Context: an optimization exercise on an open-source flow, tuned for small area, a short achievable clock period and few clock cycles. The choices shown serve that exercise and are no tape-out recipe. RTL that was checked went through simulation tests only; none was proved equivalent to the original. Only the layout flow was run in runs 1 to 5; the RTL was not checked for function there. In runs 3 to 6 the design's own scripts or RTL, not TritonCTS, make the clock network. No driver is modelled on the clock port, so clock power and skew are understated where the tree is cut down; a real chip needs a root buffer or a tree. No activity file was given, so power comes from the tool's default toggle rates.

### design/flow/standard.sh
#!/bin/bash
# synth_recipe.tcl (not shown) runs the flow's synth.tcl, then flattens the netlist and writes it again
# the make line also repeats each setting of config.mk as NAME=value (left out here)
make -C /OpenROAD-flow-scripts/flow DESIGN_CONFIG=/design/flow/config.mk WORK_HOME=/design/flow/orfs CLKGATE_MAP_FILE= SYNTH_SCRIPT=/design/flow/synth_recipe.tcl "${@:-finish}"
### design/flow/config.mk
export PLATFORM = sky130hd
export DESIGN_NAME = registers
export DESIGN_NICKNAME = registers
export VERILOG_FILES = /design/flow/design.v
export SDC_FILE = /design/flow/constraint.sdc
export NUM_CORES = 4
export LEC_CHECK = 0
export ABC_AREA = 1
export CAP_MARGIN = 20
export CORE_AREA = 10 10 150 150
export CTS_BUF_LIST = sky130_fd_sc_hd__clkbuf_8
export CTS_CLUSTER_SIZE = 40
export DIE_AREA = 0 0 160 160
export PLACE_DENSITY = 0.5
export SETUP_SLACK_MARGIN = 2.2
export SLEW_MARGIN = 20
export TNS_END_PERCENT = 20
### design/flow/design.v
module registers (
	input				axi_clk,
	input		[11:0]	h2f_axi_awid,
	input		[29:0]	h2f_axi_awaddr,
	input				h2f_axi_awvalid,
	output	reg			h2f_axi_awready,
	input		[31:0]	h2f_axi_wdata,
	input		[3:0]	h2f_axi_wstrb,
	input				h2f_axi_wlast,
	input				h2f_axi_wvalid,
	output	reg			h2f_axi_wready,
	output		[11:0]	h2f_axi_bid,
	output		[1:0]	h2f_axi_bresp,
	output	reg			h2f_axi_bvalid,
	input				h2f_axi_bready,
	input		[11:0]	h2f_axi_arid,
	input		[29:0]	h2f_axi_araddr,
	input		[3:0]	h2f_axi_arlen,
	input				h2f_axi_arvalid,
	output	reg			h2f_axi_arready,
	output		[11:0]	h2f_axi_rid,
	output	reg	[31:0]	h2f_axi_rdata,
	output		[1:0]	h2f_axi_rresp,
	output	reg			h2f_axi_rlast,
	output	reg			h2f_axi_rvalid,
	input				h2f_axi_rready,
	input		[31:0]	reg_fpga_rev,
	input				reg_sw1_4,
	input				reg_sw1_3,
	input				reg_sw1_2,
	input				reg_sw1_1,
	output	reg			reg_jp3_4,
	output	reg			reg_jp3_3,
	output	reg			reg_jp3_2,
	output	reg			reg_jp3_1,
	output	reg			reg_led_8,
	output	reg			reg_led_7,
	output	reg			reg_led_6,
	input				reg_led_5,
	output	reg	[20:1]	reg_jp5,
	output	reg	[6:1]	reg_jp4_rxn,
	output	reg	[6:1]	reg_jp4_rxp,
	output	reg	[6:1]	reg_jp4_txn,
	output	reg	[6:1]	reg_jp4_txp,
	input				axi_rst
);
	assign h2f_axi_bresp = 2'b00;
	assign h2f_axi_rresp = 2'b00;
	reg		[11:0]	oid;
	assign h2f_axi_bid = oid;
	assign h2f_axi_rid = oid;
	reg				dir;		 
	reg				wact;		 
	reg				wfirst;		 
	reg				wbuf;		 
	reg		[3:1]	we;			 
	reg				bpend;		 
	reg				eng;		 
	reg				eng_new;	 
	reg		[4:0]	addr;		 
	reg		[3:0]	aux;		 
	reg		[11:0]	xid;		 
	reg		[3:0]	esel;		 
	wire aw_hs = h2f_axi_awvalid & h2f_axi_awready;
	wire w_hs  = h2f_axi_wvalid  & h2f_axi_wready;
	wire ar_hs = h2f_axi_arvalid & h2f_axi_arready;
	wire hs_id = aw_hs | ar_hs;
	wire [11:0] id_in = dir ? h2f_axi_arid : h2f_axi_awid;
	wire [3:0] hstb = {h2f_axi_rdata[31], h2f_axi_rdata[30], h2f_axi_rdata[23], h2f_axi_rdata[22]};
	wire [31:0] wcap = {h2f_axi_wstrb[3], h2f_axi_wstrb[2], h2f_axi_wdata[29:24],
	                    h2f_axi_wstrb[1], h2f_axi_wstrb[0], h2f_axi_wdata[21:0]};
	wire wk     = w_hs & (wact | aw_hs);		 
	wire lone_w = w_hs & ~wact & ~aw_hs;		 
	wire hb     = wbuf & aw_hs;					 
	wire bgen   = (wk & h2f_axi_wlast) | (hb & aux[0]);
	wire ob_free = ~h2f_axi_bvalid | h2f_axi_bready;
	wire wact_n   = (wact | aw_hs) & ~bgen;
	wire wfirst_n = aw_hs ? ~(w_hs | wbuf) : (wfirst & ~w_hs);
	wire wbuf_n   = (wbuf & ~aw_hs) | lone_w;
	wire [4:0] wa = aw_hs ? h2f_axi_awaddr[6:2] : (wfirst ? addr : addr + 5'd1);
	wire [3:1] we_n = {3{wk | hb}} & {wa == 5'd3, wa == 5'd2, wa == 5'd1};
	wire bpend_n  = (bpend | bgen) & ~ob_free;
	wire bvalid_n = bgen | bpend | (h2f_axi_bvalid & ~h2f_axi_bready);
	wire out_free = ~h2f_axi_rvalid | h2f_axi_rready;
	wire rload    = (ar_hs | eng) & out_free;		 
	wire [3:0] rrem = eng ? aux : h2f_axi_arlen;
	wire [4:0] ra = h2f_axi_araddr[6:2];
	wire [3:0] adec = {ra == 5'd3, ra == 5'd2, ra == 5'd1, ra == 5'd0};
	wire [3:0] sel = eng ? esel : adec;
	wire [4:0] addr1 = addr + 5'd1;
	wire rfirst   = ar_hs | eng_new;
	wire eng_n    = rload ? (rrem != 4'd0) : (eng | ar_hs);
	wire eng_new_n = ~rload & (eng_new | ar_hs);
	wire rvalid_n = rload | (h2f_axi_rvalid & ~h2f_axi_rready);
	wire [31:0] w1 = {12'b0, reg_sw1_4, reg_sw1_3, reg_sw1_2, reg_sw1_1, 4'b0,
	                  reg_jp3_4, reg_jp3_3, reg_jp3_2, reg_jp3_1, 4'b0,
	                  reg_led_8, reg_led_7, reg_led_6, reg_led_5};
	wire [31:0] w2 = {12'b0, reg_jp5};
	wire [31:0] w3 = {2'b0, reg_jp4_rxn, 2'b0, reg_jp4_rxp, 2'b0, reg_jp4_txn, 2'b0, reg_jp4_txp};
	wire [3:0] rs = sel & {4{rload}};
	wire rs_w = ~rload & w_hs;
	wire rs_h = ~rload & ~w_hs;
	wire [31:0] rdata_n = ({32{rs[0]}} & reg_fpga_rev) | ({32{rs[1]}} & w1) |
	                      ({32{rs[2]}} & w2) | ({32{rs[3]}} & w3) |
	                      ({32{rs_w}} & wcap) | ({32{rs_h}} & h2f_axi_rdata);
	wire wbusy_n = wact_n | wbuf_n | bpend_n | bvalid_n;
	wire rbusy_n = rvalid_n | eng_n;
	wire wbusy   = wact | wbuf | bpend | h2f_axi_bvalid;
	wire rbusy   = h2f_axi_rvalid | eng;
	wire dir_n   = wbusy_n ? 1'b0 :
	               rbusy_n ? 1'b1 :
	               wbusy   ? 1'b1 :
	               rbusy   ? 1'b0 :
	               dir     ? ~(h2f_axi_awvalid | h2f_axi_wvalid) :
	                         h2f_axi_arvalid;
	wire widle_n = ~wact_n & ~bpend_n & ~rbusy_n & ~dir_n;
	always @(posedge axi_clk) begin
		if (axi_rst) begin
			dir             <= 1'b0;
			wact            <= 1'b0;
			wfirst          <= 1'b0;
			wbuf            <= 1'b0;
			we              <= 3'b000;
			bpend           <= 1'b0;
			eng             <= 1'b0;
			eng_new         <= 1'b0;
			h2f_axi_bvalid  <= 1'b0;
			h2f_axi_rvalid  <= 1'b0;
			h2f_axi_awready <= 1'b0;
			h2f_axi_wready  <= 1'b0;
			h2f_axi_arready <= 1'b0;
		end else begin
			dir             <= dir_n;
			wact            <= wact_n;
			wfirst          <= wfirst_n;
			wbuf            <= wbuf_n;
			we              <= we_n;
			bpend           <= bpend_n;
			eng             <= eng_n;
			eng_new         <= eng_new_n;
			h2f_axi_bvalid  <= bvalid_n;
			h2f_axi_rvalid  <= rvalid_n;
			h2f_axi_awready <= widle_n;
			h2f_axi_wready  <= wact_n | (widle_n & ~wbuf_n);
			h2f_axi_arready <= ~eng_n & ~wbusy_n & dir_n;
		end
	end
	always @(posedge axi_clk) begin
		if (aw_hs)
			addr <= h2f_axi_awaddr[6:2];
		else if (w_hs & ~wfirst & wact)
			addr <= addr1;
		else if (ar_hs)
			addr <= ra;
		else if (rload & ~eng_new)
			addr <= addr1;
		if (ar_hs)
			esel <= out_free ? {adec[2:0], ra == 5'd31} : adec;
		else if (rload)
			esel <= {esel[2:0], eng_new ? addr == 5'd31 : addr == 5'd30};
		if (lone_w)
			aux[0] <= h2f_axi_wlast;
		else if (dir)
			aux <= rload ? rrem - 4'd1 : rrem;
		if (hs_id)
			xid <= id_in;
		if ((bgen | bpend) & ob_free | rload & rfirst)
			oid <= hs_id ? id_in : xid;
		h2f_axi_rdata <= rdata_n;
		if (rload)
			h2f_axi_rlast <= (rrem == 4'd0);
	end
	wire wr1 = we[1];
	wire wr2 = we[2];
	wire wr3 = we[3];
	wire [31:0] wd1 = h2f_axi_rdata | {32{axi_rst}};		 
	wire [11:8] wd0 = h2f_axi_rdata[11:8] & {4{~axi_rst}};	 
	always @(posedge axi_clk) begin
		if (wr1 & hstb[1] | axi_rst) {reg_jp3_4, reg_jp3_3, reg_jp3_2, reg_jp3_1} <= wd0[11:8];
		if (wr1 & hstb[0] | axi_rst) {reg_led_8, reg_led_7, reg_led_6} <= wd1[3:1];
		if (wr2 & hstb[2] | axi_rst) reg_jp5[20:17] <= wd1[19:16];
		if (wr2 & hstb[1] | axi_rst) reg_jp5[16:9]  <= wd1[15:8];
		if (wr2 & hstb[0] | axi_rst) reg_jp5[8:1]   <= wd1[7:0];
		if (wr3 & hstb[3] | axi_rst) reg_jp4_rxn <= wd1[29:24];
		if (wr3 & hstb[2] | axi_rst) reg_jp4_rxp <= wd1[21:16];
		if (wr3 & hstb[1] | axi_rst) reg_jp4_txn <= wd1[13:8];
		if (wr3 & hstb[0] | axi_rst) reg_jp4_txp <= wd1[5:0];
	end
endmodule
### design/flow/constraint.sdc
create_clock -name core_clock -period 4.0 [get_ports {axi_clk}]
set_input_delay 0.8000 -clock core_clock [delete_from_list [all_inputs] [get_ports {axi_clk}]]
set_output_delay 0.8000 -clock core_clock [all_outputs]
set_load 0.01 [all_outputs]
### design/flow/flow/run.sh
#!/bin/bash
set -euo pipefail
bash standard.sh 'BUFFER_PORTS_ARGS=-buffer_cell sky130_fd_sc_hd__buf_1' \
  'CTS_ARGS=-sink_clustering_enable -repair_clock_nets -buf_list sky130_fd_sc_hd__clkbuf_8 -sink_clustering_size 40 -dont_use_dummy_load' \
  finish > make.log 2>&1
==> flow_summary.yaml, run 1 <==
setup_path:
  worstPathRequired_ns: 4.04
  crit_path_end_kind: "flip-flop"
  crit_type: "in2reg"
  critPathArrivalTime_ns: 1.88
  critPathLaunchType: "input port"
  cp_max_fo: 24
die:
  die_h_um: 160
  die_width_um: 160
  core_area_um2: 19400
  initial_core_util_pct: 32.3
  row_count: 51
  fp.dieArea_um2: 25600
  ios: 286
logic_synthesis:
  synthCells: 721
  ys_top_cells_by_area: "edfxtp_1 37%, dfxtp_1 19%, nand2_1 9.4%"
  yosysMostFrequentCell: "nand2_1"
  synthFlopType: "edfxtp_1"
  synth-compound-area-share_pct: 8.18
  yosysTopAreaCellShare_pct: 36.9
  syn_avg_cell_area_um2: 8.68
  yosys_warnings: 1
  synth-xor-area-share_pct: 0.700
  netlist_area_um2: 6260
  synth_mux_area_share_pct: 0
  synth_seq_cells: 136
  synth_edf_count: 77
  synthDistinctLibCells: 41
  yosys.area_share.adder_pct: 0.400
  synthArstFlopShare_pct: 0
  synth_top_area_cell: "edfxtp_1"
  synth_top_family_by_area: "simple AND/OR/NAND/NOR gates"
  synth-simple-area-share_pct: 25.7
  synth_common_cells: "157 x nand2_1, 87 x nand3_1, 77 x edfxtp_1"
  seq_area_frac_synth_pct: 55.8
sta:
  setup_viol_count_final: 0
  worst_slew_pin_slew_ns: 0.911
  drv_slew: 0
  timing.setup.tns_ns: 0
  fmax_ghz: 0.544
  layout_min_cycle_time_ns: 1.84
  rsz0062_at_grt: "yes"
  clock_skew_ns: 0.0293
  slew_headroom_pct: 38.6
  final-hold-violation-count: 0
  post-route-period-util_pct: 45.9
worst_hold_path:
  hold_class: "reg2reg"
place:
  place.gp.congestion: 0.811
  io_buffers: 227
  dp_hpwl_mm: 16.1
  placed_cell_area_um2: 7350
grt:
  antenna_found_initial: 0
  grt_pass1_vias: 5890
  grt_first_pass_wirelength_mm: 33.2
  grtUsageTotal_pct: 16.4
  gr-total-overflow: 0
  grt_max_degree: 33
drt:
  drtPass1Iterations: 4
  vias: 5720
  finalWirelength_mm: 21.7
  wl_per_cell_um: 17.6
  drt_iter0_markers: 282
  final_antenna_net_count: 0
  drcViolationCount: 0
  viasPerCell: 4.62
clocking:
  cts_tree: "built"
  clkTransAtPathRegs_ns: 0.08
  clk_latency_ns: 0.44
  cts_buffers: 17
  cts-htree-levels: 4
  cts_buffer_depth: 2
  cts_root_buffer: "clkbuf_8"
  cts.sinks: 136
pwr:
  totalPowerFinal_mw: 5.16
  p_per_area_nw_per_um2: 642
  p_leak_nw: 3.16
  peakVddDrop_mv: 0.253
cells_and_area:
  utilization_pct: 41.5
  drive_above_1_share_pct: 12.3
  final_area_um2: 8040
  diodes: 0
  area_growth_pct: 28.5
  fin_nets: 1145
flow_run:
  maxCapViolCount: 0
run_status:
  outcome: "timing/DRC/antenna clean"
[layer usage]
| layer | GRT usage, % | share of wire (%) | routed length (um) | vias to the layer above |
|---|---|---|---|---|
| li1 | - | - | - | 2883 |
| met1 | 20.8 | 45 | 9740 | 2651 |
| met3 | 5.24 | 6.9 | 1500 | 14 |
| met5 | 0 | 0 | 0 | - |
| met4 | 4.63 | 1.3 | 279 | 0 |
| met2 | 26.0 | 47 | 10200 | 172 |
[report_power, final]
| group | internal, mW | total, mW | switching [mW] |
|---|---|---|---|
| Sequential | 1.98 | 2.22 | 0.239 |
| Combinational | 0.784 | 2.12 | 1.34 |
| Clock | 0.374 | 0.820 | 0.446 |
[what timing repair did]
item / CTS / global route
pin swaps: 1 / 5
buffers inserted: 16 / 17
hold buffers: 0 / 0
endpoints found under the setup margin: 161 / 197
gates cloned: 1 / 1
resized for setup: 19 / 19
[cell usage in the layout (no fill, tap or decap), types with 2 or more instances in the layout]
cell	n
ha_1	2
dfxtp_1	55
buf_1	224
inv_2	5
buf_2	3
a31oi_1	16
nand3_1	84
nor2_1	69
nand2_8	2
o21a_1	2
and2_1	4
buf_12	5
nand2_4	6
edfxtp_1	77
o21ai_1	5
nand3b_1	3
nand3_2	3
clkbuf_8	17
xor2_1	4
nand2_2	6
o21ai_0	35
conb_1	4
nand4_1	17
inv_1	71
or2_2	10
buf_4	40
clkinvlp_4	3
a21oi_4	4
and3_1	3
a21oi_1	11
o211ai_1	6
nand2_1	149
nor3_1	4
dfxtp_4	3
[cells by family (layout without fill, tap and decap cells)]
family / after synthesis / after routing
AND/OR/NAND/NOR: 364 / 365
flip-flops: 136 / 136
buffers and inverters: 127 / 373
AO/OA/AOI/OAI: 86 / 87
XOR/XNOR: 5 / 5
adder cells (fa/ha/maj): 2 / 2
other: 1 / 4
[final cells by class]
cell class / instances / area, um^2
Sequential cell: 136 / 3510
Fill cell: 2051 / 11400
Inverter: 82 / 340
Multi-Input combinational cell: 463 / 2360
Tap cell: 265 / 332
Clock buffer: 17 / 234
Timing Repair Buffer: 274 / 1270
[flip-flops by register name, summed over array words and instances, names as in the netlist, 3 cells and up]
name           count
esel               4
oid               12
reg_jp4_txp        6
reg_jp4_rxp        6
reg_jp4_rxn        6
reg_jp4_txn        6
addr               5
xid               12
we                 3
aux                4
h2f_axi_rdata     32
reg_jp5           20
[through the flow]
step | worst slack, ns | std cells | hold WS, ns
floorplan | 2.19 | 724 | 0.462
global placement | 1.25 | 1184 | 0.468
detailed placement | 1.22 | 1184 | 0.473
CTS | 2.10 | 1218 | 0.488
global route | 2.11 | 1237 | 0.501
finish | 2.16 | 1237 | 0.482
[final timing paths]
check | from | endpoint | slack, ns | depth (start not counted)
max | axi_rst | reg_led_6 | 2.16 | 5
min | reg_jp5[13] | h2f_axi_rdata[12] | 0.48 | 2
max reg2reg | eng | h2f_axi_arready | 2.34 | 9
min reg2reg | reg_jp5[13] | h2f_axi_rdata[12] | 0.48 | 2
[worst max-delay path, stage by stage]
cell and delay [ns]:
buf_1 0.06, buf_4 0.29, clkinvlp_4 0.24, buf_4 0.20
o21ai_0 0.27
==> run 2: changes to the inputs <==
--- a/design/flow/design.v
+++ b/design/flow/design.v
@@ -53,7 +53,7 @@
 	reg				wact;		 
 	reg				wfirst;		 
 	reg				wbuf;		 
-	reg		[3:1]	we;			 
+	reg				wapply;		 
 	reg				bpend;		 
 	reg				eng;		 
 	reg				eng_new;	 
@@ -77,8 +77,7 @@
 	wire wact_n   = (wact | aw_hs) & ~bgen;
 	wire wfirst_n = aw_hs ? ~(w_hs | wbuf) : (wfirst & ~w_hs);
 	wire wbuf_n   = (wbuf & ~aw_hs) | lone_w;
-	wire [4:0] wa = aw_hs ? h2f_axi_awaddr[6:2] : (wfirst ? addr : addr + 5'd1);
-	wire [3:1] we_n = {3{wk | hb}} & {wa == 5'd3, wa == 5'd2, wa == 5'd1};
+	wire wapply_n = wk | hb;
 	wire bpend_n  = (bpend | bgen) & ~ob_free;
 	wire bvalid_n = bgen | bpend | (h2f_axi_bvalid & ~h2f_axi_bready);
 	wire out_free = ~h2f_axi_rvalid | h2f_axi_rready;
@@ -103,9 +102,9 @@
 	wire [31:0] rdata_n = ({32{rs[0]}} & reg_fpga_rev) | ({32{rs[1]}} & w1) |
 	                      ({32{rs[2]}} & w2) | ({32{rs[3]}} & w3) |
 	                      ({32{rs_w}} & wcap) | ({32{rs_h}} & h2f_axi_rdata);
-	wire wbusy_n = wact_n | wbuf_n | bpend_n | bvalid_n;
+	wire wbusy_n = wact_n | wbuf_n | bpend_n | bvalid_n | wapply_n;
 	wire rbusy_n = rvalid_n | eng_n;
-	wire wbusy   = wact | wbuf | bpend | h2f_axi_bvalid;
+	wire wbusy   = wact | wbuf | bpend | h2f_axi_bvalid | wapply;
 	wire rbusy   = h2f_axi_rvalid | eng;
 	wire dir_n   = wbusy_n ? 1'b0 :
 	               rbusy_n ? 1'b1 :
@@ -120,7 +119,7 @@
 			wact            <= 1'b0;
 			wfirst          <= 1'b0;
 			wbuf            <= 1'b0;
-			we              <= 3'b000;
+			wapply          <= 1'b0;
 			bpend           <= 1'b0;
 			eng             <= 1'b0;
 			eng_new         <= 1'b0;
@@ -134,7 +133,7 @@
 			wact            <= wact_n;
 			wfirst          <= wfirst_n;
 			wbuf            <= wbuf_n;
-			we              <= we_n;
+			wapply          <= wapply_n;
 			bpend           <= bpend_n;
 			eng             <= eng_n;
 			eng_new         <= eng_new_n;
@@ -170,20 +169,24 @@
 		if (rload)
 			h2f_axi_rlast <= (rrem == 4'd0);
 	end
-	wire wr1 = we[1];
-	wire wr2 = we[2];
-	wire wr3 = we[3];
-	wire [31:0] wd1 = h2f_axi_rdata | {32{axi_rst}};		 
-	wire [11:8] wd0 = h2f_axi_rdata[11:8] & {4{~axi_rst}};	 
+	wire wr1 = wapply & (addr == 5'd1);
+	wire wr2 = wapply & (addr == 5'd2);
+	wire wr3 = wapply & (addr == 5'd3);
+	wire [31:0] d = h2f_axi_rdata;
+	wire e1_1 = wr1 & hstb[1], e1_0 = wr1 & hstb[0];
+	wire e2_2 = wr2 & hstb[2], e2_1 = wr2 & hstb[1], e2_0 = wr2 & hstb[0];
+	wire e3_3 = wr3 & hstb[3], e3_2 = wr3 & hstb[2], e3_1 = wr3 & hstb[1], e3_0 = wr3 & hstb[0];
 	always @(posedge axi_clk) begin
-		if (wr1 & hstb[1] | axi_rst) {reg_jp3_4, reg_jp3_3, reg_jp3_2, reg_jp3_1} <= wd0[11:8];
-		if (wr1 & hstb[0] | axi_rst) {reg_led_8, reg_led_7, reg_led_6} <= wd1[3:1];
-		if (wr2 & hstb[2] | axi_rst) reg_jp5[20:17] <= wd1[19:16];
-		if (wr2 & hstb[1] | axi_rst) reg_jp5[16:9]  <= wd1[15:8];
-		if (wr2 & hstb[0] | axi_rst) reg_jp5[8:1]   <= wd1[7:0];
-		if (wr3 & hstb[3] | axi_rst) reg_jp4_rxn <= wd1[29:24];
-		if (wr3 & hstb[2] | axi_rst) reg_jp4_rxp <= wd1[21:16];
-		if (wr3 & hstb[1] | axi_rst) reg_jp4_txn <= wd1[13:8];
-		if (wr3 & hstb[0] | axi_rst) reg_jp4_txp <= wd1[5:0];
+		{reg_jp3_4, reg_jp3_3, reg_jp3_2, reg_jp3_1} <=
+			(({4{e1_1}} & d[11:8]) | ({4{~e1_1}} & {reg_jp3_4, reg_jp3_3, reg_jp3_2, reg_jp3_1})) & {4{~axi_rst}};
+		{reg_led_8, reg_led_7, reg_led_6} <=
+			({3{e1_0}} & d[3:1]) | ({3{~e1_0}} & {reg_led_8, reg_led_7, reg_led_6}) | {3{axi_rst}};
+		reg_jp5[20:17] <= ({4{e2_2}} & d[19:16]) | ({4{~e2_2}} & reg_jp5[20:17]) | {4{axi_rst}};
+		reg_jp5[16:9]  <= ({8{e2_1}} & d[15:8])  | ({8{~e2_1}} & reg_jp5[16:9])  | {8{axi_rst}};
+		reg_jp5[8:1]   <= ({8{e2_0}} & d[7:0])   | ({8{~e2_0}} & reg_jp5[8:1])   | {8{axi_rst}};
+		reg_jp4_rxn <= ({6{e3_3}} & d[29:24]) | ({6{~e3_3}} & reg_jp4_rxn) | {6{axi_rst}};
+		reg_jp4_rxp <= ({6{e3_2}} & d[21:16]) | ({6{~e3_2}} & reg_jp4_rxp) | {6{axi_rst}};
+		reg_jp4_txn <= ({6{e3_1}} & d[13:8])  | ({6{~e3_1}} & reg_jp4_txn) | {6{axi_rst}};
+		reg_jp4_txp <= ({6{e3_0}} & d[5:0])   | ({6{~e3_0}} & reg_jp4_txp) | {6{axi_rst}};
 	end
 endmodule
==> run 2 against run 1 <==
  * Critical path depth decreased by 4
  * Still clean on timing, DRC and antenna
  * Register-to-register slack lost 0.07 ns
  * Core utilization shrank 1.4 points
  * Final cell count up 5.6%
  * First-iteration DRC count increased by 25%
  * Critical path type is now reg2out
  * Largest cell class unchanged
  * Sequential cell count down 2
  * Sequential share of layout area shrank 5.6 points
  * Global-route usage up 0.89 points
  * Clock skew is 0.00091 ns higher
==> flow_summary.yaml, run 2 <==
clocking:
  postCtsHoldBufs: 0
  cts_root_buffer: "clkbuf_8"
  cts_buffer_depth: 2
  cts.sinks: 134
  clk_latency_ns: 0.45
  clkTransAtPathRegs_ns: 0.08
  cts-htree-levels: 4
  cts_tree: "built"
  cts_buffers: 17
setup_path:
  worstPathRequired_ns: 3.20
  critPathLaunchType: "flip-flop"
  crit_path_top_delay_cell: "dfxtp_1"
  path_cells: "buf_1"
  cp_max_fo: 4
  crit_path_end_kind: "primary output"
  cp_num_buf_inv: 1
  cp.depth: 1
  crit_family: "flip-flops"
  critPathArrivalTime_ns: 1.06
  reg2reg_depth: 8
  crit_type: "reg2out"
  critPathMaxStageDelay_ns: 0.42
cells_and_area:
  utilization_pct: 40.1
  final_cell_mix: "223 x buf_1, 210 x nand2_1, 103 x dfxtp_1"
  reg.largest.list: "h2f_axi_rdata: 32 flops, reg_jp5: 20 flops"
  fin_cells: 1306
  drive_above_1_share_pct: 10.6
  largest_register_ffs: 32
  fin_nets: 1216
  diodes: 0
  layout_commonest_cell: "buf_1"
  area_growth_pct: 27.6
  top_register: "h2f_axi_rdata"
run_status:
  outcome: "timing/DRC/antenna clean"
place:
  dp_hpwl_mm: 16.9
  place_inst: 1262
  io_buffers: 227
  place.gp.congestion: 0.818
sta:
  timing.setup.tns_ns: 0
  slew_headroom_pct: 36.9
  post-route-period-util_pct: 46.6
  clock_skew_ns: 0.0302
  drv_slew: 0
  fmax_ghz: 0.537
  layout_min_cycle_time_ns: 1.86
  worst_slew_pin_slew_ns: 0.946
  final-hold-violation-count: 0
  setup_viol_count_final: 0
  rsz0062_at_grt: "yes"
logic_synthesis:
  synthDistinctLibCells: 39
  synth_seq_cells: 134
  yosysTopAreaCellShare_pct: 35.5
  syn_avg_cell_area_um2: 7.59
  synth_edf_count: 26
  netlist_area_um2: 6100
  seq_area_frac_synth_pct: 48.3
  synthCells: 803
  yosys_warnings: 1
  synth_top_area_cell: "dfxtp_1"
  synthArstFlopShare_pct: 0
  synthFlopType: "dfxtp_1"
  yosysMostFrequentCell: "nand2_1"
  synth_common_cells: "220 x nand2_1, 108 x dfxtp_1, 104 x nand3_1"
  ys_top_cells_by_area: "dfxtp_1 35%, nand2_1 14%, edfxtp_1 13%"
drt:
  finalWirelength_mm: 23.1
  drtPass1Iterations: 5
  drt_iter0_markers: 352
  final_antenna_net_count: 0
  viasPerCell: 4.72
  drcViolationCount: 0
  wl_per_cell_um: 17.7
  vias: 6168
worst_hold_path:
  holdPathStages: 2
  hold_class: "reg2reg"
die:
  die_h_um: 160
  row_count: 51
  core_area_um2: 19400
  ios: 286
  die_width_um: 160
  initial_core_util_pct: 31.4
  fp.dieArea_um2: 25600
pwr:
  totalPowerFinal_mw: 4.69
  p_leak_nw: 3.31
  peakVddDrop_mv: 0.277
  p_per_area_nw_per_um2: 603
grt:
  busiest_layer: "met2"
  grtUsageTotal_pct: 17.2
  antenna_found_initial: 1
  gr-usage-met2_pct: 28.8
  grt_first_pass_wirelength_mm: 34.7
  met1_usage_pct: 20.8
  use_met3_pct: 6.04
  grt_max_degree: 26
  grt_pass1_vias: 6057
  gr-total-overflow: 0
flow_run:
  maxCapViolCount: 0
-- run 2: timing repair --
action	4_1_cts	5_1_grt
gates cloned	1	1
pin swaps	1	4
resized for setup	19	32
buffers inserted	6	19
endpoints found under the setup margin	186	203
-- run 2: cells by family after synthesis --
logic type / count (synthesis) / synth area share (%)
compound gates: 116 / 10.7
xor+xnor: 5 / 0.718
fa+ha+maj: 4 / 0.821
buf+inv: 120 / 9.29
flops: 134 / 48.3
other cells: 1 / 0.0615
simple gates: 423 / 30.2
-- run 2: per-layer routing --
metal,up-vias,wire length [um]
li1,3108,-
met3,21,1820
met4,2,259
met2,226,10900
met1,2811,10000
met5,-,12
-- run 2: area by class of cell --
type	instances	area, um^2
sequential	134	2960
tap	265	332
fill	2153	11600
inverter	74	294
clock buffer	17	234
multi-input combinational	553	2790
timing repair inverter	1	5.00
timing repair buffer	262	1160
-- run 2: power breakdown --
part           total [mW]  leakage (nW)  switching (mW)  internal, mW
Clock               0.847         0.122           0.473         0.374
Sequential           2.06          1.13           0.271          1.79
Combinational        1.79          2.06            1.16         0.629
-- run 2: path summary, 6_finish.rpt --
path | start | endpoint | slack [ns]
max | h2f_axi_rdata[13] | h2f_axi_rdata[13] | 2.14
min | reg_jp3_1 | reg_jp3_1 | 0.48
max reg2reg | addr[1] | reg_jp3_1 | 2.27
min reg2reg | reg_jp3_1 | reg_jp3_1 | 0.48
-- run 2: stage by stage --
stage / setup WS, ns / hold WS [ns] / cell area, um^2
finish: 2.14 / 0.476 / 7780
global route: 2.07 / 0.497 / 7780
CTS: 1.79 / 0.478 / 7530
detailed placement: 1.14 / 0.466 / 7180
global placement: 1.11 / 0.467 / 7180
floorplan: 2.18 / 0.462 / 6200
==> run 3: changes to the inputs <==
--- a/design/flow/design.v
+++ b/design/flow/design.v
@@ -96,12 +96,15 @@
 	                  reg_led_8, reg_led_7, reg_led_6, reg_led_5};
 	wire [31:0] w2 = {12'b0, reg_jp5};
 	wire [31:0] w3 = {2'b0, reg_jp4_rxn, 2'b0, reg_jp4_rxp, 2'b0, reg_jp4_txn, 2'b0, reg_jp4_txp};
-	wire [3:0] rs = sel & {4{rload}};
-	wire rs_w = ~rload & w_hs;
-	wire rs_h = ~rload & ~w_hs;
+	wire stall = h2f_axi_rvalid & ~h2f_axi_rready;
+	wire [3:0] rs = sel & {4{dir & ~stall}};
+	wire rs_w = ~dir & h2f_axi_wready;
+	wire rs_h = dir ? stall : ~h2f_axi_wready;
 	wire [31:0] rdata_n = ({32{rs[0]}} & reg_fpga_rev) | ({32{rs[1]}} & w1) |
 	                      ({32{rs[2]}} & w2) | ({32{rs[3]}} & w3) |
 	                      ({32{rs_w}} & wcap) | ({32{rs_h}} & h2f_axi_rdata);
+	wire ohold = (h2f_axi_bvalid & ~h2f_axi_bready) | stall | (eng & ~eng_new);
+	wire xuse  = wact | bpend | eng_new;
 	wire wbusy_n = wact_n | wbuf_n | bpend_n | bvalid_n | wapply_n;
 	wire rbusy_n = rvalid_n | eng_n;
 	wire wbusy   = wact | wbuf | bpend | h2f_axi_bvalid | wapply;
@@ -145,48 +148,48 @@
 		end
 	end
 	always @(posedge axi_clk) begin
-		if (aw_hs)
-			addr <= h2f_axi_awaddr[6:2];
-		else if (w_hs & ~wfirst & wact)
-			addr <= addr1;
-		else if (ar_hs)
-			addr <= ra;
-		else if (rload & ~eng_new)
-			addr <= addr1;
-		if (ar_hs)
+		if (dir) begin
+			if (~eng)
+				addr <= ra;
+			else if (out_free & ~eng_new)
+				addr <= addr1;
+		end else begin
+			if (~wact)
+				addr <= h2f_axi_awaddr[6:2];
+			else if (w_hs & ~wfirst)
+				addr <= addr1;
+		end
+		if (eng) begin
+			if (out_free)
+				esel <= {esel[2:0], eng_new ? addr == 5'd31 : addr == 5'd30};
+		end else
 			esel <= out_free ? {adec[2:0], ra == 5'd31} : adec;
-		else if (rload)
-			esel <= {esel[2:0], eng_new ? addr == 5'd31 : addr == 5'd30};
-		if (lone_w)
+		if (dir)
+			aux <= out_free ? rrem - 4'd1 : rrem;
+		else if (~wbuf)
 			aux[0] <= h2f_axi_wlast;
-		else if (dir)
-			aux <= rload ? rrem - 4'd1 : rrem;
-		if (hs_id)
+		if (~xuse)
 			xid <= id_in;
-		if ((bgen | bpend) & ob_free | rload & rfirst)
+		if (~ohold)
 			oid <= hs_id ? id_in : xid;
 		h2f_axi_rdata <= rdata_n;
-		if (rload)
+		if (~stall)
 			h2f_axi_rlast <= (rrem == 4'd0);
 	end
 	wire wr1 = wapply & (addr == 5'd1);
 	wire wr2 = wapply & (addr == 5'd2);
 	wire wr3 = wapply & (addr == 5'd3);
-	wire [31:0] d = h2f_axi_rdata;
-	wire e1_1 = wr1 & hstb[1], e1_0 = wr1 & hstb[0];
-	wire e2_2 = wr2 & hstb[2], e2_1 = wr2 & hstb[1], e2_0 = wr2 & hstb[0];
-	wire e3_3 = wr3 & hstb[3], e3_2 = wr3 & hstb[2], e3_1 = wr3 & hstb[1], e3_0 = wr3 & hstb[0];
+	wire [31:0] wd1 = h2f_axi_rdata | {32{axi_rst}};		 
+	wire [11:8] wd0 = h2f_axi_rdata[11:8] & {4{~axi_rst}};	 
 	always @(posedge axi_clk) begin
-		{reg_jp3_4, reg_jp3_3, reg_jp3_2, reg_jp3_1} <=
-			(({4{e1_1}} & d[11:8]) | ({4{~e1_1}} & {reg_jp3_4, reg_jp3_3, reg_jp3_2, reg_jp3_1})) & {4{~axi_rst}};
-		{reg_led_8, reg_led_7, reg_led_6} <=
-			({3{e1_0}} & d[3:1]) | ({3{~e1_0}} & {reg_led_8, reg_led_7, reg_led_6}) | {3{axi_rst}};
-		reg_jp5[20:17] <= ({4{e2_2}} & d[19:16]) | ({4{~e2_2}} & reg_jp5[20:17]) | {4{axi_rst}};
-		reg_jp5[16:9]  <= ({8{e2_1}} & d[15:8])  | ({8{~e2_1}} & reg_jp5[16:9])  | {8{axi_rst}};
-		reg_jp5[8:1]   <= ({8{e2_0}} & d[7:0])   | ({8{~e2_0}} & reg_jp5[8:1])   | {8{axi_rst}};
-		reg_jp4_rxn <= ({6{e3_3}} & d[29:24]) | ({6{~e3_3}} & reg_jp4_rxn) | {6{axi_rst}};
-		reg_jp4_rxp <= ({6{e3_2}} & d[21:16]) | ({6{~e3_2}} & reg_jp4_rxp) | {6{axi_rst}};
-		reg_jp4_txn <= ({6{e3_1}} & d[13:8])  | ({6{~e3_1}} & reg_jp4_txn) | {6{axi_rst}};
-		reg_jp4_txp <= ({6{e3_0}} & d[5:0])   | ({6{~e3_0}} & reg_jp4_txp) | {6{axi_rst}};
+		if (wr1 & hstb[1] | axi_rst) {reg_jp3_4, reg_jp3_3, reg_jp3_2, reg_jp3_1} <= wd0[11:8];
+		if (wr1 & hstb[0] | axi_rst) {reg_led_8, reg_led_7, reg_led_6} <= wd1[3:1];
+		if (wr2 & hstb[2] | axi_rst) reg_jp5[20:17] <= wd1[19:16];
+		if (wr2 & hstb[1] | axi_rst) reg_jp5[16:9]  <= wd1[15:8];
+		if (wr2 & hstb[0] | axi_rst) reg_jp5[8:1]   <= wd1[7:0];
+		if (wr3 & hstb[3] | axi_rst) reg_jp4_rxn <= wd1[29:24];
+		if (wr3 & hstb[2] | axi_rst) reg_jp4_rxp <= wd1[21:16];
+		if (wr3 & hstb[1] | axi_rst) reg_jp4_txn <= wd1[13:8];
+		if (wr3 & hstb[0] | axi_rst) reg_jp4_txp <= wd1[5:0];
 	end
 endmodule
==> design/flow/flow/run.sh (replaced) <==
#!/bin/bash
set -euo pipefail
bash standard.sh 'BUFFER_PORTS_ARGS=-buffer_cell sky130_fd_sc_hd__buf_1' \
  "PRE_CTS_TCL=$PWD/flow/manual_tree.tcl" \
  finish > make.log 2>&1
==> design/flow/flow/manual_tree.tcl (new file) <==
# Clock tree built by hand, in levels: the clock sinks are split into groups by
# location (k-means) and each group is driven by one clock buffer at its centre;
# the buffers' inputs are grouped again for the next level; the clock port drives
# the top level.
proc kmeans_groups {items K} {
  set n [llength $items]
  set sorted [lsort -real -index 1 $items]
  set cx {}; set cy {}
  for {set k 0} {$k < $K} {incr k} {
    set s [lindex $sorted [expr {int(($k + 0.5) * $n / $K)}]]
    lappend cx [lindex $s 1]; lappend cy [lindex $s 2]
  }
  for {set iter 0} {$iter < 100} {incr iter} {
    set sx [lrepeat $K 0.0]; set sy [lrepeat $K 0.0]; set sc [lrepeat $K 0]
    set assign {}
    foreach s $items {
      set best 0; set bd 1e30
      for {set k 0} {$k < $K} {incr k} {
        set d [expr {abs([lindex $s 1] - [lindex $cx $k]) + abs([lindex $s 2] - [lindex $cy $k])}]
        if {$d < $bd} { set bd $d; set best $k }
      }
      lappend assign $best
      lset sx $best [expr {[lindex $sx $best] + [lindex $s 1]}]
      lset sy $best [expr {[lindex $sy $best] + [lindex $s 2]}]
      lset sc $best [expr {[lindex $sc $best] + 1}]
    }
    for {set k 0} {$k < $K} {incr k} {
      if {[lindex $sc $k] > 0} {
        lset cx $k [expr {[lindex $sx $k] / [lindex $sc $k]}]
        lset cy $k [expr {[lindex $sy $k] / [lindex $sc $k]}]
      }
    }
  }
  return [list $assign $cx $cy $sc]
}

# items: list of {iterm x y}; drives each group from a new buffer; returns the buffers' inputs
proc drive_groups {items K cell prefix} {
  set block [ord::get_db_block]
  lassign [kmeans_groups $items $K] assign cx cy sc
  set master [[ord::get_db] findMaster $cell]
  set out {}
  for {set k 0} {$k < $K} {incr k} {
    if {[lindex $sc $k] == 0} { continue }
    set inst [odb::dbInst_create $block $master "${prefix}_$k"]
    $inst setLocation [expr {int([lindex $cx $k])}] [expr {int([lindex $cy $k])}]
    $inst setPlacementStatus PLACED
    set cn [odb::dbNet_create $block "${prefix}_net_$k"]
    $cn setSigType CLOCK
    [$inst findITerm X] connect $cn
    set net($k) $cn
    lappend out [list [$inst findITerm A] [lindex $cx $k] [lindex $cy $k]]
  }
  set i 0
  foreach s $items {
    set it [lindex $s 0]
    $it disconnect
    $it connect $net([lindex $assign $i])
    incr i
  }
  puts "clock level $prefix: [llength $out] x $cell, group sizes $sc"
  return $out
}

proc manual_clock_tree2 {levels} {
  set block [ord::get_db_block]
  set clk [$block findNet axi_clk]
  set items {}
  foreach it [$clk getITerms] {
    set bb [[$it getInst] getBBox]
    lappend items [list $it [expr {([$bb xMin] + [$bb xMax]) / 2.0}] [expr {([$bb yMin] + [$bb yMax]) / 2.0}]]
  }
  set l 0
  foreach {K cell} $levels {
    set items [drive_groups $items $K $cell clkman$l]
    incr l
  }
  foreach s $items { [lindex $s 0] connect $clk }
}

# Used as PRE_CTS_TCL: build the tree by hand (12 leaf clkbuf_8 under 3 clkbuf_16 fed
# by the clock port), then make the CTS call in cts.tcl a no-op so the rest of the
# step (placement legalisation, timing repair, outputs) runs as usual.
manual_clock_tree2 {12 sky130_fd_sc_hd__clkbuf_8 3 sky130_fd_sc_hd__clkbuf_16}
proc clock_tree_synthesis {args} { puts "clock tree built by hand; clock_tree_synthesis skipped" }
==> run 3 against run 2 <==
  * Worst hold slack better by 0.022 ns
  * First-iteration DRC count fell by 5.1%
  * Clock power fell by 0.7%
  * Critical endpoint is now reg_jp5[20]
  * Largest cell class unchanged
==> flow_summary.yaml, run 3 <==
setup_path:
  worstPathRequired_ns: 3.96
  critPathArrivalTime_ns: 1.72
  crit_path_top_delay_cell: "edfxtp_1"
  crit_type: "reg2reg"
  path_cells: "inv_1 > ha_1 > nand3_1 > o21ai_1"
  critPathLaunchType: "flip-flop"
  critPathMaxStageDelay_ns: 0.48
  crit_path_end_kind: "flip-flop"
  cp_max_fo: 5
drt:
  drcViolationCount: 0
  top_layer: "met5"
  wl_met1_mm: 9.95
  wl_met3_mm: 1.39
  finalWirelength_mm: 22.7
  wl_per_cell_um: 19.4
  vias: 5649
  drtPass1Iterations: 4
  dr_wl_met2_mm: 10.9
  drt_iter0_markers: 334
  viasPerCell: 4.83
  final_antenna_net_count: 0
logic_synthesis:
  synthArstFlopShare_pct: 0
  syn_avg_cell_area_um2: 9.38
  yosysMostFrequentCell: "nand2_1"
  synth_common_cells: "153 x nand2_1, 107 x nand3_1, 89 x edfxtp_1"
  synth_seq_cells: 134
  seq_area_frac_synth_pct: 55.8
  netlist_area_um2: 6410
  synthFlopType: "edfxtp_1"
  synth_top_area_cell: "edfxtp_1"
  synth_edf_count: 89
  synthCells: 683
  yosysTopAreaCellShare_pct: 41.7
  synthDistinctLibCells: 45
  yosys_warnings: 1
  ys_top_cells_by_area: "edfxtp_1 42%, dfxtp_1 14%, nand2_1 9.0%"
place:
  dp_hpwl_mm: 15.4
  placed_cell_area_um2: 7310
  dp_slack_ns: 0.896
  place.gp.congestion: 0.821
  io_buffers: 227
  place_inst: 1135
cells_and_area:
  final_cell_mix: "223 x buf_1, 148 x nand2_1, 98 x nand3_1"
  drive_above_1_share_pct: 13.2
  reg.largest.list: "h2f_axi_rdata: 32 flops, reg_jp5: 20 flops"
  top_register: "h2f_axi_rdata"
  fin_nets: 1079
  area_growth_pct: 25.6
  fin_cells: 1169
  layout_commonest_cell: "buf_1"
  diodes: 0
  largest_register_ffs: 32
  final_area_um2: 8050
  utilization_pct: 41.5
pwr:
  p_leak_nw: 3.04
  totalPowerFinal_mw: 5.38
  peakVddDrop_mv: 0.287
  p_per_area_nw_per_um2: 669
sta:
  rsz0062_at_grt: "yes"
  timing.setup.tns_ns: 0
  fmax_ghz: 0.568
  final-hold-violation-count: 0
  whs_ns: 0.498
  slew_headroom_pct: 30.3
  post-route-period-util_pct: 44.0
  drv_slew: 0
  fin_ws_ns: 2.24
  clock_skew_ns: 0.0503
  setup_viol_count_final: 0
  layout_min_cycle_time_ns: 1.76
  worst_slew_pin_slew_ns: 1.04
die:
  die_width_um: 160
  initial_core_util_pct: 33.0
  die_h_um: 160
  fp.dieArea_um2: 25600
  row_count: 51
  core_area_um2: 19400
  ios: 286
grt:
  grt_pass1_vias: 5740
  gr-total-overflow: 0
  grt_max_degree: 57
  grtUsageTotal_pct: 16.5
  grt_first_pass_wirelength_mm: 34.2
  antenna_found_initial: 2
clocking:
  clkTransAtPathRegs_ns: 0.08
  postCtsHoldBufs: 0
  clk_latency_ns: 0.31
flow_run:
  maxCapViolCount: 0
run_status:
  outcome: "timing/DRC/antenna clean"
worst_hold_path:
  hold_class: "reg2reg"
## run 3: cell types whose count changed after synthesis, sizes merged, moves of 8 or more
cell,change
a21oi,-26
dfxtp,-63
edfxtp,+63
inv,-17
nand2,-68
nand3,+8
nand4,+11
nor2,-20
o21ai,-30
or2,+20
## run 3: kinds of logic (layout without fill, tap and decap cells)
kind of cell               Yosys count  count (layout)  share of synthesized area [%]
AOI/OAI and AO/OA                   62              62                           6.09
xor gates and xnor gates             4               4                          0.547
adders and majority gates            4               4                          0.781
buffers and inverters              108             322                           9.12
DFF                                134             134                           55.8
muxes                                2               2                          0.312
other                                1               4                         0.0585
and+or+nand+nor                    368             372                           27.3
## run 3: final cells by class
cell class	count	area [um^2]
Multi-Input combinational cell	448	2520
Inverter	58	234
Sequential cell	134	3580
Fill cell	2071	11300
Timing Repair Buffer	249	1140
Tap cell	265	332
Buffer	15	240
## run 3: repair_timing
item	in CTS	in global routing
endpoints found under the hold margin	0	0
pin swaps	10	5
setup endpoints to repair	145	111
cloned	5	0
buffers inserted	9	5
resized for setup	57	17
## run 3: layer usage
| metal | up-vias | global-route usage (%) |
|---|---|---|
| li1 | 2767 | - |
| met1 | 2670 | 21.7 |
| met2 | 179 | 27.7 |
| met3 | 29 | 3.24 |
| met4 | 4 | 2.96 |
| met5 | - | 0 |
## run 3: critical path: cells and delay by family (launching register included)
kind	cells	cell delay, ns
flip-flops	1	0.48
AND/OR/NAND/NOR	1	0.23
adder cells (fa/ha/maj)	1	0.17
buffers and inverters	1	0.15
AO/OA/AOI/OAI	1	0.42
## run 3: final timing paths
| kind | from | slack (ns) | end | cells after the start |
|---|---|---|---|---|
| max reg2reg | addr[0] | 2.24 | reg_jp5[20] | 4 |
| max | addr[0] | 2.24 | reg_jp5[20] | 4 |
| min | reg_jp5[13] | 0.50 | h2f_axi_rdata[12] | 2 |
| min reg2reg | reg_jp5[13] | 0.50 | h2f_axi_rdata[12] | 2 |
## run 3: power breakdown
group / internal (mW) / total, mW / switching [mW]
clock: 0.404 / 0.841 / 0.437
combinational: 0.737 / 2.19 / 1.45
sequential: 2.05 / 2.35 / 0.308
total: 3.19 / 5.38 / 2.19
==> run 4: changes to the inputs <==
--- a/design/flow/flow/manual_tree.tcl
+++ b/design/flow/flow/manual_tree.tcl
@@ -78,8 +78,8 @@
   foreach s $items { [lindex $s 0] connect $clk }
 }
 
-# Used as PRE_CTS_TCL: build the tree by hand (12 leaf clkbuf_8 under 3 clkbuf_16 fed
+# Used as PRE_CTS_TCL: build the tree by hand (8 leaf clkbuf_16 under 2 clkbuf_16 fed
 # by the clock port), then make the CTS call in cts.tcl a no-op so the rest of the
 # step (placement legalisation, timing repair, outputs) runs as usual.
-manual_clock_tree2 {12 sky130_fd_sc_hd__clkbuf_8 3 sky130_fd_sc_hd__clkbuf_16}
+manual_clock_tree2 {8 sky130_fd_sc_hd__clkbuf_16 2 sky130_fd_sc_hd__clkbuf_16}
 proc clock_tree_synthesis {args} { puts "clock tree built by hand; clock_tree_synthesis skipped" }
==> run 4 against run 3 <==
  * Highest routed layer unchanged
  * Clock power increased by 4.9%
  * Sequential share of layout area down 0.18 points
  * Synthesized cell count did not move
  * Largest power group unchanged
  * Clock skew shrank 0.0019 ns
==> flow_summary.yaml, run 4 <==
logic_synthesis:
  ys_top_cells_by_area: "edfxtp_1 42%, dfxtp_1 14%, nand2_1 9.0%"
  synth_common_cells: "153 x nand2_1, 107 x nand3_1, 89 x edfxtp_1"
  netlist_area_um2: 6410
  synthArstFlopShare_pct: 0
  synth_top_area_cell: "edfxtp_1"
  yosys_warnings: 1
  synthDistinctLibCells: 45
  synth_edf_count: 89
  synth_seq_cells: 134
  syn_avg_cell_area_um2: 9.38
  yosysMostFrequentCell: "nand2_1"
  synthFlopType: "edfxtp_1"
  seq_area_frac_synth_pct: 55.8
  synthCells: 683
  yosysTopAreaCellShare_pct: 41.7
grt:
  busiest_layer: "met2"
  gr-total-overflow: 0
  antenna_found_initial: 2
  grtUsageTotal_pct: 16.4
  gr-usage-met2_pct: 27.6
  grt_pass1_vias: 5685
  grt_max_degree: 57
  use_met3_pct: 3.39
  grt_first_pass_wirelength_mm: 34.0
  met1_usage_pct: 21.5
cells_and_area:
  area_growth_pct: 26.1
  multiInputGateArea_um2: 2530
  seq_area_um2: 3580
  drive_above_1_share_pct: 13.2
  fillers: 2055
  fin_nets: 1077
  layout_commonest_cell: "buf_1"
  top_register: "h2f_axi_rdata"
  largest_register_ffs: 32
  final_cell_mix: "222 x buf_1, 148 x nand2_1, 97 x nand3_1"
  diodes: 0
  reg.largest.list: "h2f_axi_rdata: 32 flops, reg_jp5: 20 flops"
drt:
  drt_iter0_markers: 406
  finalWirelength_mm: 22.6
  final_antenna_net_count: 0
  drcViolationCount: 0
  viasPerCell: 4.84
  drtPass1Iterations: 5
  wl_per_cell_um: 19.4
  vias: 5644
sta:
  clock_skew_ns: 0.0484
  timing.setup.tns_ns: 0
  post-route-period-util_pct: 43.2
  final-hold-violation-count: 0
  setup_viol_count_final: 0
  worst_slew_pin_slew_ns: 1.03
  rsz0062_at_grt: "yes"
  drv_slew: 0
  layout_min_cycle_time_ns: 1.73
  whs_ns: 0.498
  slew_headroom_pct: 30.6
  fmax_ghz: 0.579
place:
  place.gp.congestion: 0.821
  dp_hpwl_mm: 15.4
  io_buffers: 227
setup_path:
  crit_family: "flip-flops"
  critPathMaxStageDelay_ns: 0.42
  cp_num_buf_inv: 1
  crit_path_top_delay_cell: "dfxtp_1"
  critPathLaunchType: "flip-flop"
  worstPathRequired_ns: 3.20
  path_cells: "buf_1"
  critPathArrivalTime_ns: 0.93
  crit_path_end_kind: "primary output"
  crit_type: "reg2out"
  cp_max_fo: 3
die:
  ios: 286
  row_count: 51
  die_width_um: 160
  die_h_um: 160
  core_area_um2: 19400
  fp.dieArea_um2: 25600
  initial_core_util_pct: 33.0
pwr:
  p_leak_nw: 3.05
  totalPowerFinal_mw: 5.46
  p_per_area_nw_per_um2: 675
  peakVddDrop_mv: 0.327
clocking:
  postCtsHoldBufs: 0
  clk_latency_ns: 0.33
  clkTransAtPathRegs_ns: 0.08
run_status:
  outcome: "timing/DRC/antenna clean"
flow_run:
  maxCapViolCount: 0
worst_hold_path:
  hold_class: "reg2reg"
## run 4: power by group
part           internal [mW]  switching, mW  total, mW
combinational          0.762           1.46       2.22
clock                  0.446          0.435      0.882
sequential              2.05          0.305       2.35
## run 4: cell families (layout without fill, tap and decap cells)
group                      after synthesis  after routing  share of synthesized area, %
AOI/OAI and AO/OA                       62             62                          6.09
adders and majority gates                4              4                         0.781
other                                    1              4                        0.0585
DFF                                    134            134                          55.8
muxes                                    2              2                         0.312
xor gates and xnor gates                 4              4                         0.547
buffers and inverters                  108            320                          9.12
and+or+nand+nor                        368            372                          27.3
## run 4: path summary, 6_finish.rpt
check / from / endpoint / slack (ns) / cells after the start
min: reg_jp5[14] / h2f_axi_rdata[13] / 0.50 / 2
max: h2f_axi_rvalid / h2f_axi_rvalid / 2.27 / 1
max reg2reg: addr[4] / reg_jp5[15] / 2.27 / 4
min reg2reg: reg_jp5[14] / h2f_axi_rdata[13] / 0.50 / 2
## run 4: stage by stage
stage | setup WS [ns] | std cells | util [%] | cell area [um^2]
finish | 2.27 | 1167 | 41.7 | 8080
detailed placement | 0.896 | 1135 | 37.7 | 7310
floorplan | 2.21 | 686 | - | 6440
global route | 2.16 | 1167 | 41.7 | 8080
CTS | 1.95 | 1158 | 41.0 | 7950
global placement | 0.887 | 1135 | 37.7 | 7310
## run 4: metal layers
metal,wire (um),vias to the layer above
met2,10800,181
met1,9930,2663
met3,1420,29
li1,-,2767
met4,376,4
met5,34,-
## run 4: timing repair
action	4_1_cts	5_1_grt
gates resized for setup	57	16
setup buffers	8	9
hold endpoints to repair	0	0
cloned	5	0
endpoints found under the setup margin	145	107
pin swaps	11	6
## run 4: cell type report
class                           count  share of cell area [%]
Sequential cell                   134                    44.3
Multi-Input combinational cell    448                    31.3
Timing Repair Buffer              252                    14.3
Inverter                           58                    2.90
Buffer                             10                    3.10
Tap cell                          265                    4.10
==> run 5: changes to the inputs <==
--- a/design/flow/design.v
+++ b/design/flow/design.v
@@ -100,11 +100,10 @@
 	wire [3:0] rs = sel & {4{dir & ~stall}};
 	wire rs_w = ~dir & h2f_axi_wready;
 	wire rs_h = dir ? stall : ~h2f_axi_wready;
+	wire ohold = (h2f_axi_bvalid & ~h2f_axi_bready) | stall | (eng & ~eng_new);
 	wire [31:0] rdata_n = ({32{rs[0]}} & reg_fpga_rev) | ({32{rs[1]}} & w1) |
 	                      ({32{rs[2]}} & w2) | ({32{rs[3]}} & w3) |
 	                      ({32{rs_w}} & wcap) | ({32{rs_h}} & h2f_axi_rdata);
-	wire ohold = (h2f_axi_bvalid & ~h2f_axi_bready) | stall | (eng & ~eng_new);
-	wire xuse  = wact | bpend | eng_new;
 	wire wbusy_n = wact_n | wbuf_n | bpend_n | bvalid_n | wapply_n;
 	wire rbusy_n = rvalid_n | eng_n;
 	wire wbusy   = wact | wbuf | bpend | h2f_axi_bvalid | wapply;
@@ -148,32 +147,28 @@
 		end
 	end
 	always @(posedge axi_clk) begin
-		if (dir) begin
-			if (~eng)
-				addr <= ra;
-			else if (out_free & ~eng_new)
-				addr <= addr1;
-		end else begin
-			if (~wact)
-				addr <= h2f_axi_awaddr[6:2];
-			else if (w_hs & ~wfirst)
-				addr <= addr1;
-		end
-		if (eng) begin
-			if (out_free)
-				esel <= {esel[2:0], eng_new ? addr == 5'd31 : addr == 5'd30};
-		end else
+		if (aw_hs)
+			addr <= h2f_axi_awaddr[6:2];
+		else if (w_hs & ~wfirst & wact)
+			addr <= addr1;
+		else if (ar_hs)
+			addr <= ra;
+		else if (rload & ~eng_new)
+			addr <= addr1;
+		if (ar_hs)
 			esel <= out_free ? {adec[2:0], ra == 5'd31} : adec;
-		if (dir)
-			aux <= out_free ? rrem - 4'd1 : rrem;
-		else if (~wbuf)
+		else if (rload)
+			esel <= {esel[2:0], eng_new ? addr == 5'd31 : addr == 5'd30};
+		if (lone_w)
 			aux[0] <= h2f_axi_wlast;
-		if (~xuse)
+		else if (dir)
+			aux <= rload ? rrem - 4'd1 : rrem;
+		if (hs_id)
 			xid <= id_in;
 		if (~ohold)
 			oid <= hs_id ? id_in : xid;
 		h2f_axi_rdata <= rdata_n;
-		if (~stall)
+		if (rload)
 			h2f_axi_rlast <= (rrem == 4'd0);
 	end
 	wire wr1 = wapply & (addr == 5'd1);
==> run 5 against run 4 <==
  * Design area up 2.1%
  * Clock skew is 0.011 ns lower
  * Synthesized cell count grew 3.8%
  * Register-to-register slack worse by 0.17 ns
  * Clock power down 1%
  * Area after synthesis decreased by 3.0%
  * Via count increased by 0.28%
  * Global-route usage is 0.62 points lower
  * Sequential share of layout area fell by 2.4 points
  * Routed wire length shrank 4.0%
  * Critical path type is now reg2reg
  * Largest power group is now combinational cells
  * Highest routed layer is now met4
==> flow_summary.yaml, run 5 <==
clocking:
  clk_latency_ns: 0.32
  postCtsHoldBufs: 0
  clkTransAtPathRegs_ns: 0.08
drt:
  wl_met1_mm: 9.36
  final_antenna_net_count: 0
  viasPerCell: 4.67
  drtPass1Iterations: 5
  top_layer: "met4"
  finalWirelength_mm: 21.7
  wl_per_cell_um: 17.9
  wl_met3_mm: 1.32
  vias: 5660
  drt_iter0_markers: 373
  dr_wl_met2_mm: 10.8
  drcViolationCount: 0
sta:
  layout_min_cycle_time_ns: 1.90
  post-route-period-util_pct: 47.4
  rsz0062_at_grt: "yes"
  drv_slew: 0
  slew_headroom_pct: 65.0
  setup_viol_count_final: 0
  worst_slew_pin_slew_ns: 0.525
  timing.setup.tns_ns: 0
  fmax_ghz: 0.528
  clock_skew_ns: 0.0372
  final-hold-violation-count: 0
logic_synthesis:
  synthArstFlopShare_pct: 0
  synthCells: 709
  seq_area_frac_synth_pct: 55.6
  synth_seq_cells: 134
  yosysTopAreaCellShare_pct: 37.2
  netlist_area_um2: 6220
  ys_top_cells_by_area: "edfxtp_1 37%, dfxtp_1 18%, nand2_1 9.4%"
  synthDistinctLibCells: 40
  yosys_warnings: 1
  syn_avg_cell_area_um2: 8.77
  yosysMostFrequentCell: "nand2_1"
  synth_common_cells: "156 x nand2_1, 81 x nand3_1, 77 x edfxtp_1"
  synth_edf_count: 77
  synth_top_area_cell: "edfxtp_1"
  synthFlopType: "edfxtp_1"
pwr:
  combPwrFrac_pct: 44.0
  p_clk_share_pct: 15.2
  totalPowerFinal_mw: 5.73
  power.switching_mw: 2.33
  peakVddDrop_mv: 0.214
  internal_power_mw: 3.40
  power_frac_seq_pct: 40.8
  p_per_area_nw_per_um2: 694
  p_leak_nw: 3.30
  swShare_pct: 40.6
die:
  initial_core_util_pct: 32.0
  die_h_um: 160
  die_width_um: 160
  core_area_um2: 19400
  fp.dieArea_um2: 25600
  row_count: 51
  ios: 286
setup_path:
  crit_type: "reg2reg"
  reg2reg_setup_slack_ns: 2.10
  cp-endpoint: "reg_jp5[9]"
  cp_max_fo: 8
  crit_path_end_kind: "flip-flop"
  timing.rr.end: "reg_jp5[9]"
  reg2reg_depth: 4
  critPathLaunch: "addr[0]"
  rr_startpoint: "addr[0]"
  worstPathRequired_ns: 3.94
  critPathArrivalTime_ns: 1.84
  critPathLaunchType: "flip-flop"
grt:
  grtUsageTotal_pct: 15.8
  antenna_found_initial: 0
  grt_first_pass_wirelength_mm: 33.0
  grt_pass1_vias: 5684
  gr-total-overflow: 0
  grt_max_degree: 33
cells_and_area:
  area_growth_pct: 32.7
  largest_register_ffs: 32
  reg.largest.list: "h2f_axi_rdata: 32 flops, reg_jp5: 20 flops"
  fin_nets: 1122
  fin_cells: 1212
  top_register: "h2f_axi_rdata"
  layout_commonest_cell: "buf_1"
  drive_above_1_share_pct: 15.1
  final_cell_mix: "224 x buf_1, 138 x nand2_1, 77 x edfxtp_1"
  diodes: 0
  fillers: 2029
place:
  place.gp.congestion: 0.797
  io_buffers: 227
  dp_hpwl_mm: 15.4
  place_inst: 1163
flow_run:
  maxCapViolCount: 0
worst_hold_path:
  hold_class: "reg2reg"
  holdPathStages: 2
run_status:
  outcome: "timing/DRC/antenna clean"
[run 5: changes by cell type in the layout (fill, tap and decap cells not counted), sizes merged, moves of 5 or more]
cell	previous run	this run
nor2	43	64
nor3	3	12
nand4	29	20
edfxtp	89	77
buf	249	266
dfxtp	45	57
o21ai	18	43
nand3	112	81
or2	22	17
inv	56	79
[run 5: what timing repair did]
item | CTS | global route
setup endpoints to repair | 155 | 107
resized for setup | 99 | 8
buffers inserted | 31 | 3
pin swaps | 19 | 0
cloned | 5 | 0
[run 5: power groups by stage]
stage / sequential [mW] / clock (mW) / combinational [mW]
detailed placement: 2.36 / 0 / 2.08
global placement: 2.35 / 0 / 2.07
global route: 2.39 / 0.951 / 2.80
floorplan: 2.42 / 0 / 1.33
finish: 2.34 / 0.873 / 2.52
CTS: 2.38 / 0.696 / 2.53
[run 5: worst max-delay path, stage by stage, from the launching register on]
cell and delay (ns):
edfxtp_1 0.49, inv_1 0.12, ha_1 0.15, nand4_1 0.23
o21ai_2 0.51
[run 5: cell families after synthesis]
family                     after synthesis  synth area share, %
xor gates and xnor gates                 6                0.845
adders and majority gates                4                0.805
AOI/OAI and AO/OA                       78                 7.31
other                                    1               0.0603
and+or+nand+nor                        359                 26.1
buffers and inverters                  127                 9.34
DFF                                    134                 55.6
[run 5: cell type report]
class	instances	area (um^2)	share of cell area (%)
repair inverters	1	16.3	0.197
repair buffers	266	1290	15.7
flip-flops and latches	134	3460	41.9
plain buffers	10	250	3.03
well taps	265	332	4.02
multi-input cells	454	2560	31.0
inverters	82	337	4.08
[run 5: worst min path at each step]
stage / from / slack (ns) / endpoint
after floorplan: xid[0] / 0.46 / xid[0]
after global placement: h2f_axi_rdata[9] / 0.47 / h2f_axi_rdata[9]
after detailed placement: h2f_axi_rdata[9] / 0.47 / h2f_axi_rdata[9]
after CTS: xid[6] / 0.48 / xid[6]
after global routing: xid[8] / 0.51 / xid[8]
final: xid[6] / 0.49 / xid[6]
[run 5: through the flow]
| step | instance area [um^2] | util, % | worst slack [ns] | hold WS, ns |
|---|---|---|---|---|
| final | 8250 | 42.5 | 2.10 | 0.487 |
| after global routing | 8250 | 42.5 | 2.02 | 0.509 |
| after CTS | 8200 | 42.2 | 1.97 | 0.478 |
| after detailed placement | 7190 | 37.1 | 1.23 | 0.474 |
| after global placement | 7190 | 37.1 | 1.23 | 0.472 |
| after floorplan | 6260 | - | 2.19 | 0.462 |
[run 5: routing by layer]
| layer | GRT usage, % | vias up |
|---|---|---|
| met3 | 2.80 | 15 |
| met4 | 1.59 | 0 |
| li1 | - | 2817 |
| met1 | 20.0 | 2663 |
| met2 | 28.2 | 165 |
| met5 | 0 | - |
==> run 6: changes to the inputs <==
--- a/design/flow/design.v
+++ b/design/flow/design.v
@@ -96,11 +96,9 @@
 	                  reg_led_8, reg_led_7, reg_led_6, reg_led_5};
 	wire [31:0] w2 = {12'b0, reg_jp5};
 	wire [31:0] w3 = {2'b0, reg_jp4_rxn, 2'b0, reg_jp4_rxp, 2'b0, reg_jp4_txn, 2'b0, reg_jp4_txp};
-	wire stall = h2f_axi_rvalid & ~h2f_axi_rready;
-	wire [3:0] rs = sel & {4{dir & ~stall}};
-	wire rs_w = ~dir & h2f_axi_wready;
-	wire rs_h = dir ? stall : ~h2f_axi_wready;
-	wire ohold = (h2f_axi_bvalid & ~h2f_axi_bready) | stall | (eng & ~eng_new);
+	wire [3:0] rs = sel & {4{rload}};
+	wire rs_w = ~rload & w_hs;
+	wire rs_h = ~rload & ~w_hs;
 	wire [31:0] rdata_n = ({32{rs[0]}} & reg_fpga_rev) | ({32{rs[1]}} & w1) |
 	                      ({32{rs[2]}} & w2) | ({32{rs[3]}} & w3) |
 	                      ({32{rs_w}} & wcap) | ({32{rs_h}} & h2f_axi_rdata);
@@ -165,7 +163,7 @@
 			aux <= rload ? rrem - 4'd1 : rrem;
 		if (hs_id)
 			xid <= id_in;
-		if (~ohold)
+		if ((bgen | bpend) & ob_free | rload & rfirst)
 			oid <= hs_id ? id_in : xid;
 		h2f_axi_rdata <= rdata_n;
 		if (rload)
==> run 6 against run 5 <==
  * Synthesized cell count fell by 3.2%
  * Routed wire length up 0.71%
  * Worst hold slack got worse by 0.0068 ns
  * Maximum frequency increased by 7.2%
  * Combinational power decreased by 17%
  * First-iteration DRC count decreased by 2.7%
  * Clock skew is 0.028 ns higher
  * Register-to-register slack improved by 0.15 ns
==> flow_summary.yaml, run 6 <==
worst_hold_path:
  hold_class: "reg2reg"
  holdPathStages: 2
die:
  fp.dieArea_um2: 25600
  die_width_um: 160
  ios: 286
  initial_core_util_pct: 31.6
  row_count: 51
  die_h_um: 160
  core_area_um2: 19400
sta:
  clock_skew_ns: 0.0652
  final-hold-violation-count: 0
  worst_slew_pin_slew_ns: 0.631
  layout_min_cycle_time_ns: 1.77
  rsz0062_at_grt: "yes"
  slew_headroom_pct: 57.5
  post-route-period-util_pct: 44.2
  timing.setup.tns_ns: 0
  setup_viol_count_final: 0
  fmax_ghz: 0.566
  drv_slew: 0
logic_synthesis:
  synth_common_cells: "167 x nand2_1, 85 x nand3_1, 77 x edfxtp_1"
  ys_top_cells_by_area: "edfxtp_1 38%, dfxtp_1 19%, nand2_1 10%"
  synthFlopType: "edfxtp_1"
  synth_top_area_cell: "edfxtp_1"
  yosys_warnings: 1
  synth_edf_count: 77
  yosysTopAreaCellShare_pct: 37.7
  netlist_area_um2: 6130
  synthDistinctLibCells: 38
  yosysMostFrequentCell: "nand2_1"
  seq_area_frac_synth_pct: 56.3
  syn_avg_cell_area_um2: 8.94
  synthCells: 686
  synth_seq_cells: 134
  synthArstFlopShare_pct: 0
grt:
  antenna_found_initial: 0
  grt_pass1_vias: 5637
  grt_first_pass_wirelength_mm: 33.2
  grt_max_degree: 29
  gr-total-overflow: 0
  grtUsageTotal_pct: 15.9
drt:
  finalWirelength_mm: 21.8
  drtPass1Iterations: 5
  viasPerCell: 4.73
  final_antenna_net_count: 0
  drcViolationCount: 0
  drt_iter0_markers: 363
  wl_per_cell_um: 18.5
  vias: 5596
cells_and_area:
  final_area_um2: 7950
  reg.largest.list: "h2f_axi_rdata: 32 flops, reg_jp5: 20 flops"
  seq_area_um2: 3460
  top_register: "h2f_axi_rdata"
  fin_nets: 1092
  drive_above_1_share_pct: 11.3
  diodes: 0
  multiInputGateArea_um2: 2360
  fillers: 2053
  final_cell_mix: "225 x buf_1, 160 x nand2_1, 83 x nand3_1"
  largest_register_ffs: 32
  area_growth_pct: 29.7
  layout_commonest_cell: "buf_1"
  utilization_pct: 41.0
setup_path:
  reg2reg_depth: 3
  worstPathRequired_ns: 3.99
  reg2reg_setup_slack_ns: 2.25
  critPathArrivalTime_ns: 1.76
  crit_path_end_kind: "flip-flop"
  cp_max_fo: 12
  crit_type: "in2reg"
  critPathLaunchType: "input port"
place:
  placed_cell_area_um2: 7150
  dp_hpwl_mm: 15.4
  place.gp.congestion: 0.813
  io_buffers: 227
run_status:
  outcome: "timing/DRC/antenna clean"
clocking:
  clk_latency_ns: 0.34
  clkTransAtPathRegs_ns: 0.05
  postCtsHoldBufs: 0
pwr:
  peakVddDrop_mv: 0.265
  p_leak_nw: 3.09
  p_per_area_nw_per_um2: 652
flow_run:
  maxCapViolCount: 0
[run 6: path summary, 6_finish.rpt]
| kind | end | start |
|---|---|---|
| hold / removal | xid[8] | xid[8] |
| setup / recovery | oid[9] | h2f_axi_wvalid |
| setup reg to reg | reg_jp3_4 | addr[2] |
| hold reg to reg | xid[8] | xid[8] |
[run 6: cell type report]
type                       count  area share, %
multi-input combinational    447           29.7
inverter                      63           3.29
tap                          265           4.17
buffer                        10           3.15
timing repair buffer         263           16.2
sequential                   134           43.5
[run 6: layer usage]
layer	routed length, um	vias up	GRT usage [%]
li1	-	2750	-
met1	9560	2619	20.6
met2	10600	205	28.0
met3	1430	22	2.62
met4	274	0	1.96
met5	0	-	0
[run 6: power by group]
part / total (mW) / internal (mW) / switching (mW)
clock network: 0.879 / 0.446 / 0.433
registers: 2.21 / 1.96 / 0.247
logic: 2.10 / 0.760 / 1.34
total: 5.19 / 3.17 / 2.02
[run 6: through the flow]
step	power [mW]	std cells	setup WS, ns	hold WS, ns
floorplan	3.38	689	2.17	0.462
global placement	4.01	1144	1.36	0.464
detailed placement	4.01	1144	1.32	0.460
CTS	5.04	1175	1.94	0.461
global route	5.56	1182	2.10	0.509
finish	5.19	1182	2.23	0.480
[run 6: what timing repair did]
action,CTS,global route
buffers inserted,16,7
gates cloned,5,0
pin swaps,5,3
resized for setup,58,9
endpoints found under the setup margin,182,116
[run 6: cell families after synthesis]
family | after synthesis | share of synthesized area, %
AND/OR/NAND/NOR | 348 | 25.4
flip-flops | 134 | 56.3
buffers and inverters | 110 | 8.71
AO/OA/AOI/OAI | 84 | 7.96
XOR/XNOR | 5 | 0.714
adder cells (fa/ha/maj) | 4 | 0.816
other | 1 | 0.0612
[run 6: critical path, cell delays in order]
cell and delay, ns:
buf_1 0.08, nand2_1 0.18, inv_2 0.14, nand3_1 0.12, nand3_2 0.12, o21ai_2 0.08
o21ai_4 0.07, buf_12 0.16
Testbench counts of run 6, summed over its fixed seeds: cycles 12,061.

Check on run 6: ideal ports give 2.232 ns setup slack; a clkbuf_16 on the clock port and buf_2 on the inputs give 2.185 ns; moving port delays by the midpoint clock arrival (0.369 ns) as well gives 1.891 ns.
